From an optimization exercise on the open Yosys and OpenROAD flow, aimed at small area, a short achievable clock period and few clock cycles per item; shortcuts taken in it are not production practice.
Only simulation tests tie the RTL to the original design; equivalence was not proved.

==> flow/design.v (excerpt) <==
module ahb_lite_fir_filter (
    input  wire        clk,
    input  wire        n_rst,
    input  wire        hsel,
    input  wire [3:0]  haddr,
    input  wire        hsize,
    input  wire [1:0]  htrans,
    input  wire        hwrite,
    input  wire [15:0] hwdata,
    output reg  [15:0] hrdata,
    output reg         hresp
);
For scale: ~2,700 cells after synthesis, roughly 340 flip-flops.
export LEC_CHECK = 0
export ABC_AREA = 1
export CAP_MARGIN = 20
export CORE_MARGIN = 2
export CORE_UTILIZATION = 40
export CTS_CLUSTER_DIAMETER = 120
export CTS_CLUSTER_SIZE = 22
export SETUP_SLACK_MARGIN = 5
export SLEW_MARGIN = 20
create_clock -name core_clock -period 11.0 [get_ports {clk}]
standard.sh (not shown) runs the stock make flow with config.mk's settings and CLKGATE_MAP_FILE= SYNTH_SCRIPT=/design/flow/synth_recipe.tcl, a recipe that flattens the netlist after the stock synthesis.
==> flow/flow/run.sh <==
#!/bin/bash
bash standard.sh SETUP_SLACK_MARGIN=6.0 "BUFFER_PORTS_ARGS=-buffer_cell sky130_fd_sc_hd__buf_2" finish > standard.log 2>&1
The baseline passed the timing, design-rule and antenna checks.
Testbench counts at the start, summed over its fixed seeds: cycles 4,880, samples 1,600.
Next try:
==> flow/flow/run.sh (replaced) <==
#!/bin/bash
bash standard.sh SETUP_SLACK_MARGIN=5.7 finish > standard.log 2>&1
--- a/flow/config.mk
+++ b/flow/config.mk
@@ -11,4 +11,2 @@
 export CORE_UTILIZATION = 40
-export CTS_CLUSTER_DIAMETER = 120
-export CTS_CLUSTER_SIZE = 22
 export SETUP_SLACK_MARGIN = 5
Result:
- worst hold slack improves by 0.013 ns
- die area stays the same
- synthesized area stays the same
- synthesized cell count is unchanged
- cell area is higher by 2.6%
- routed wire length grows by 1.2%
- fmax falls by 3.8%
- sequential share of layout area is lower by 0.86 points
- worst setup slack gets worse by 0.20 ns

ahb_lite_fir_filter again, from the RTL that the note above started with.
Settings: LEC_CHECK=0, ABC_AREA=1, CAP_MARGIN=20, CORE_MARGIN=2, CORE_UTILIZATION=40, SETUP_SLACK_MARGIN=5, SLEW_MARGIN=20; clock period 11.0 ns.
==> flow/flow/run.sh <==
#!/bin/bash
bash standard.sh SETUP_SLACK_MARGIN=5.7 CTS_BUF_LIST=sky130_fd_sc_hd__clkbuf_8 finish > standard.log 2>&1
The first run passed the timing, design-rule and antenna checks.
Testbench counts at the start, summed over its fixed seeds: cycles 4,880, samples 1,600.
Change:
==> flow/flow/run.sh (replaced) <==
#!/bin/bash
bash standard.sh SETUP_SLACK_MARGIN=6.0 "BUFFER_PORTS_ARGS=-buffer_cell sky130_fd_sc_hd__buf_4" finish > standard.log 2>&1
CTS_CLUSTER_DIAMETER = 120   (was unset)
CTS_CLUSTER_SIZE = 22   (was unset)
PLACE_DENSITY = 0.7   (was unset)
=>
- routed wire length shrinks by 7.7%
- core utilization shrinks by 1.4 points
- cell count shrinks by 2.3%
- maximum frequency grows by 4.9%
Change:
==> flow/flow/run.sh (replaced) <==
#!/bin/bash
bash standard.sh SETUP_SLACK_MARGIN=5.7 "BUFFER_PORTS_ARGS=-buffer_cell sky130_fd_sc_hd__buf_2" finish > standard.log 2>&1
CTS_CLUSTER_DIAMETER = unset   (was 120)
CTS_CLUSTER_SIZE = unset   (was 22)
PLACE_DENSITY = unset   (was 0.7)
Result: The new run completed with no timing, DRC or antenna violations. Routed wire length increases by a few percent. Final area stays flat. Via count decreases slightly.
Change:
==> flow/flow/run.sh (replaced) <==
#!/bin/bash
bash standard.sh SETUP_SLACK_MARGIN=5.7 finish > standard.log 2>&1
ABC_AREA = unset   (was 1)
Cell count shrinks by a few percent.
Synthesized area shrinks slightly.
Wire length grows by about a fifth.
Die area shrinks slightly.
Final area grows by a few percent.
Critical path depth is unchanged.
First-iteration DRC count grows by well over a third.
Clock skew shrinks by 0.014 ns.
Setup slack got worse by 0.22 ns.

ahb_lite_fir_filter again, from the RTL that the note above started with.
Design ahb_lite_fir_filter, start of the top module:
module ahb_lite_fir_filter (
    input  wire        clk,
    input  wire        n_rst,
    input  wire        hsel,
    input  wire [3:0]  haddr,
    input  wire        hsize,
    input  wire [1:0]  htrans,
    input  wire        hwrite,
    input  wire [15:0] hwdata,
    output reg  [15:0] hrdata,
    output reg         hresp
);
==> flow/config.mk <==
export PLATFORM = sky130hd
export DESIGN_NAME = ahb_lite_fir_filter
export DESIGN_NICKNAME = ahb_lite_fir_filter
export VERILOG_FILES = /design/flow/design.v
export SDC_FILE = /design/flow/constraint.sdc
export NUM_CORES = 4
export LEC_CHECK = 0
export ABC_AREA = 1
export CAP_MARGIN = 20
export CORE_MARGIN = 2
export CORE_UTILIZATION = 40
export CTS_CLUSTER_DIAMETER = 120
export CTS_CLUSTER_SIZE = 22
export SETUP_SLACK_MARGIN = 5
export SLEW_MARGIN = 20
==> flow/constraint.sdc <==
create_clock -name core_clock -period 11.0 [get_ports {clk}]
set_input_delay 2.2000 -clock core_clock [delete_from_list [all_inputs] [get_ports {clk}]]
set_output_delay 2.2000 -clock core_clock [all_outputs]
set_load 0.01 [all_outputs]
==> flow/flow/run.sh <==
#!/bin/bash
bash standard.sh SETUP_SLACK_MARGIN=6.0 "BUFFER_PORTS_ARGS=-buffer_cell sky130_fd_sc_hd__buf_2" finish > standard.log 2>&1
The baseline finished clean.
Testbench counts at the start, summed over its fixed seeds: cycles 4,880, samples 1,600.
Change:
==> flow/flow/run.sh (replaced) <==
#!/bin/bash
bash standard.sh SETUP_SLACK_MARGIN=5.7 finish > standard.log 2>&1
CTS_BUF_LIST = sky130_fd_sc_hd__clkbuf_4 sky130_fd_sc_hd__clkbuf_8   (was not set)
CTS_CLUSTER_DIAMETER = not set   (was 120)
CTS_CLUSTER_SIZE = not set   (was 22)
Result: The new run passed the timing, design-rule and antenna checks. Routed wire length climbs by about 2%. Synthesized area does not change. Setup slack gets worse by 0.29 ns. Via count grows by about 1.7%. Worst hold slack gets worse by 0.0084 ns. Core utilization climbs by 1.1 points. Design area went up by 2.5%. Sequential cell count is unchanged. Final cell count is higher by about 1.6%. Synthesized cell count is unchanged.
Change:
==> flow/flow/run.sh (replaced) <==
#!/bin/bash
bash standard.sh SETUP_SLACK_MARGIN=5.85 "BUFFER_PORTS_ARGS=-buffer_cell sky130_fd_sc_hd__buf_2" finish > standard.log 2>&1
CTS_BUF_LIST = not set   (was sky130_fd_sc_hd__clkbuf_4 sky130_fd_sc_hd__clkbuf_8)
CTS_CLUSTER_DIAMETER = 120   (was not set)
CTS_CLUSTER_SIZE = 22   (was not set)
PLACE_DENSITY = 0.7   (was not set)
After rerunning:
- global-route usage came out lower by 2.1 points
- setup slack improved by 0.23 ns
- routed wire length came out lower by a little under a tenth
- non-clock buffer count came out lower by 32
- critical path depth came out lower by 3
- hold slack improved by 0.015 ns
- final area came out lower by a few percent
- synthesized cell count does not change
- cell count came out lower by a few percent
Change:
==> flow/flow/run.sh (replaced) <==
#!/bin/bash
bash standard.sh SETUP_SLACK_MARGIN=5.7 "BUFFER_PORTS_ARGS=-buffer_cell sky130_fd_sc_hd__buf_2" finish > standard.log 2>&1
PLACE_DENSITY = not set   (was 0.7)
Outcome:
- The new run completed with no timing, DRC or antenna violations
- die area is unchanged
- clock skew went down by 0.041 ns
- clock-buffer cell count increases by 1
- sequential share of layout area climbs by 0.14 points
- worst hold slack is better by 0.0052 ns
- routed wire length went up by 5.9%
- non-clock buffer count goes down by 1

== run A ==
Starting RTL as in the previous note.
==> flow/config.mk <==
export PLATFORM = sky130hd
export DESIGN_NAME = ahb_lite_fir_filter
export DESIGN_NICKNAME = ahb_lite_fir_filter
export VERILOG_FILES = /design/flow/design.v
export SDC_FILE = /design/flow/constraint.sdc
export NUM_CORES = 4
export LEC_CHECK = 0
export ABC_AREA = 1
export CAP_MARGIN = 20
export CORE_MARGIN = 2
export CORE_UTILIZATION = 40
export SETUP_SLACK_MARGIN = 5
export SLEW_MARGIN = 20
==> flow/constraint.sdc <==
create_clock -name core_clock -period 11.0 [get_ports {clk}]
set_input_delay 2.2000 -clock core_clock [delete_from_list [all_inputs] [get_ports {clk}]]
set_output_delay 2.2000 -clock core_clock [all_outputs]
set_load 0.01 [all_outputs]
==> flow/flow/run.sh <==
#!/bin/bash
bash standard.sh SETUP_SLACK_MARGIN=5.9 finish > standard.log 2>&1
Run A: full flow OK, the timing, design-rule and antenna checks passed
Testbench counts of run A, summed over its fixed seeds: cycles 4,880, samples 1,600.
Inputs modified between run A and run B:
- PLACE_DENSITY now 0.7, previously not set
- CTS_CLUSTER_DIAMETER now 120, previously not set
- CTS_CLUSTER_SIZE now 22, previously not set
==> flow/flow/run.sh <==
#!/bin/bash
bash standard.sh SETUP_SLACK_MARGIN=6.0 "BUFFER_PORTS_ARGS=-buffer_cell sky130_fd_sc_hd__buf_2" finish > standard.log 2>&1
- ACC[15]$_DFFE_PP_ as the worst setup path startpoint was reported by run B, and result[0]$_DFFE_PP_ by run A.
- Compared with run A, run B shows a lower fraction of the cycle the final worst path needs.
- Between run A and run B, the number of iterations in the first detailed-routing pass is lower for run B.
- Every stage of the flow completed for run B, and the final layout passed the timing, design-rule and antenna checks.
- Worst hold slack came out lower on run B than on run A.
- The global routing met1 resource utilization in run B sits 3.2 points below the value recorded for run A.
- Run B ended up with a higher clock transition time at the flip-flop clock pins of the worst setup and hold paths than run A did.
- Run A → run B: arrival time at the worst endpoint shows a reduction of 110 ps; buffering overhead saw a decrease.
- Per the comparison of run B with run A, wire length of the first global-routing pass went down, via count went down.
Here is what was changed in the inputs of run C compared with run B.
- clearing PLACE_DENSITY, which used to be 0.7
==> flow/flow/run.sh <==
#!/bin/bash
bash standard.sh SETUP_SLACK_MARGIN=6.15 "BUFFER_PORTS_ARGS=-buffer_cell sky130_fd_sc_hd__buf_2" finish > standard.log 2>&1
### Flow results
- Min area used by multi-input combinational logic across run B and run C: run B
- After detailed routing, run B needs less wire than run C.

-- static timing again, ports no longer ideal --
How much do the figures lean on ideal ports? The routed layouts below were timed once more, with nothing changed but the port constraints.
Step 1 (the two cells are an assumption about what drives the block):
set clk [get_ports {clk}]
set_driving_cell -lib_cell sky130_fd_sc_hd__clkbuf_16 $clk
set_driving_cell -lib_cell sky130_fd_sc_hd__buf_2 [delete_from_list [all_inputs] $clk]
Step 2 also shifts input and output timing later by t, the mid clock arrival at the registers, as if the neighbouring blocks saw the same clock.
Three values: ideal ports, drivers, drivers and shift; two values: the first two.
run	shift t [ns]	setup WS [ns]	worst setup path after step 2	slew at the worst register clock pin (ns)
the first run of note 1	0.631	5.996 / 5.934 / 5.470	input to register	0.11 / 0.11
the second run of note 1	0.646	5.799 / 5.766 / 5.242	input to register	0.06 / 0.06
the first run of note 2	0.740	5.699 / 5.642 / 5.078	input to register	0.07 / 0.07
the second run of note 2	0.619	5.946 / 5.883 / 5.481	input to register	0.11 / 0.11
the third run of note 2	0.642	5.726 / 5.666 / 5.257	input to register	0.06 / 0.06
the fourth run of note 2	0.611	5.508 / 5.453 / 5.195	input to register	0.07 / 0.07
the first run of note 3	0.631	5.996 / 5.934 / 5.470	input to register	0.11 / 0.11
the second run of note 3	0.741	5.702 / 5.645 / 5.066	input to register	0.07 / 0.07
the third run of note 3	0.631	5.937 / 5.873 / 5.448	input to register	0.11 / 0.11
the fourth run of note 3	0.626	5.753 / 5.690 / 5.299	input to register	0.10 / 0.10
run A	0.625	5.909 / 5.849 / 5.405	input to register	0.07 / 0.07
run B	0.619	6.021 / 5.955 / 5.519	input to register	0.11 / 0.11
run C	0.636	5.974 / 5.911 / 5.700	input to register	0.10 / 0.10
After both steps setup and hold are still met in every run listed. For the second run of note 3, which loses most, drivers alone change the setup slack by -0.057 ns; drivers and shift together by -0.636 ns.
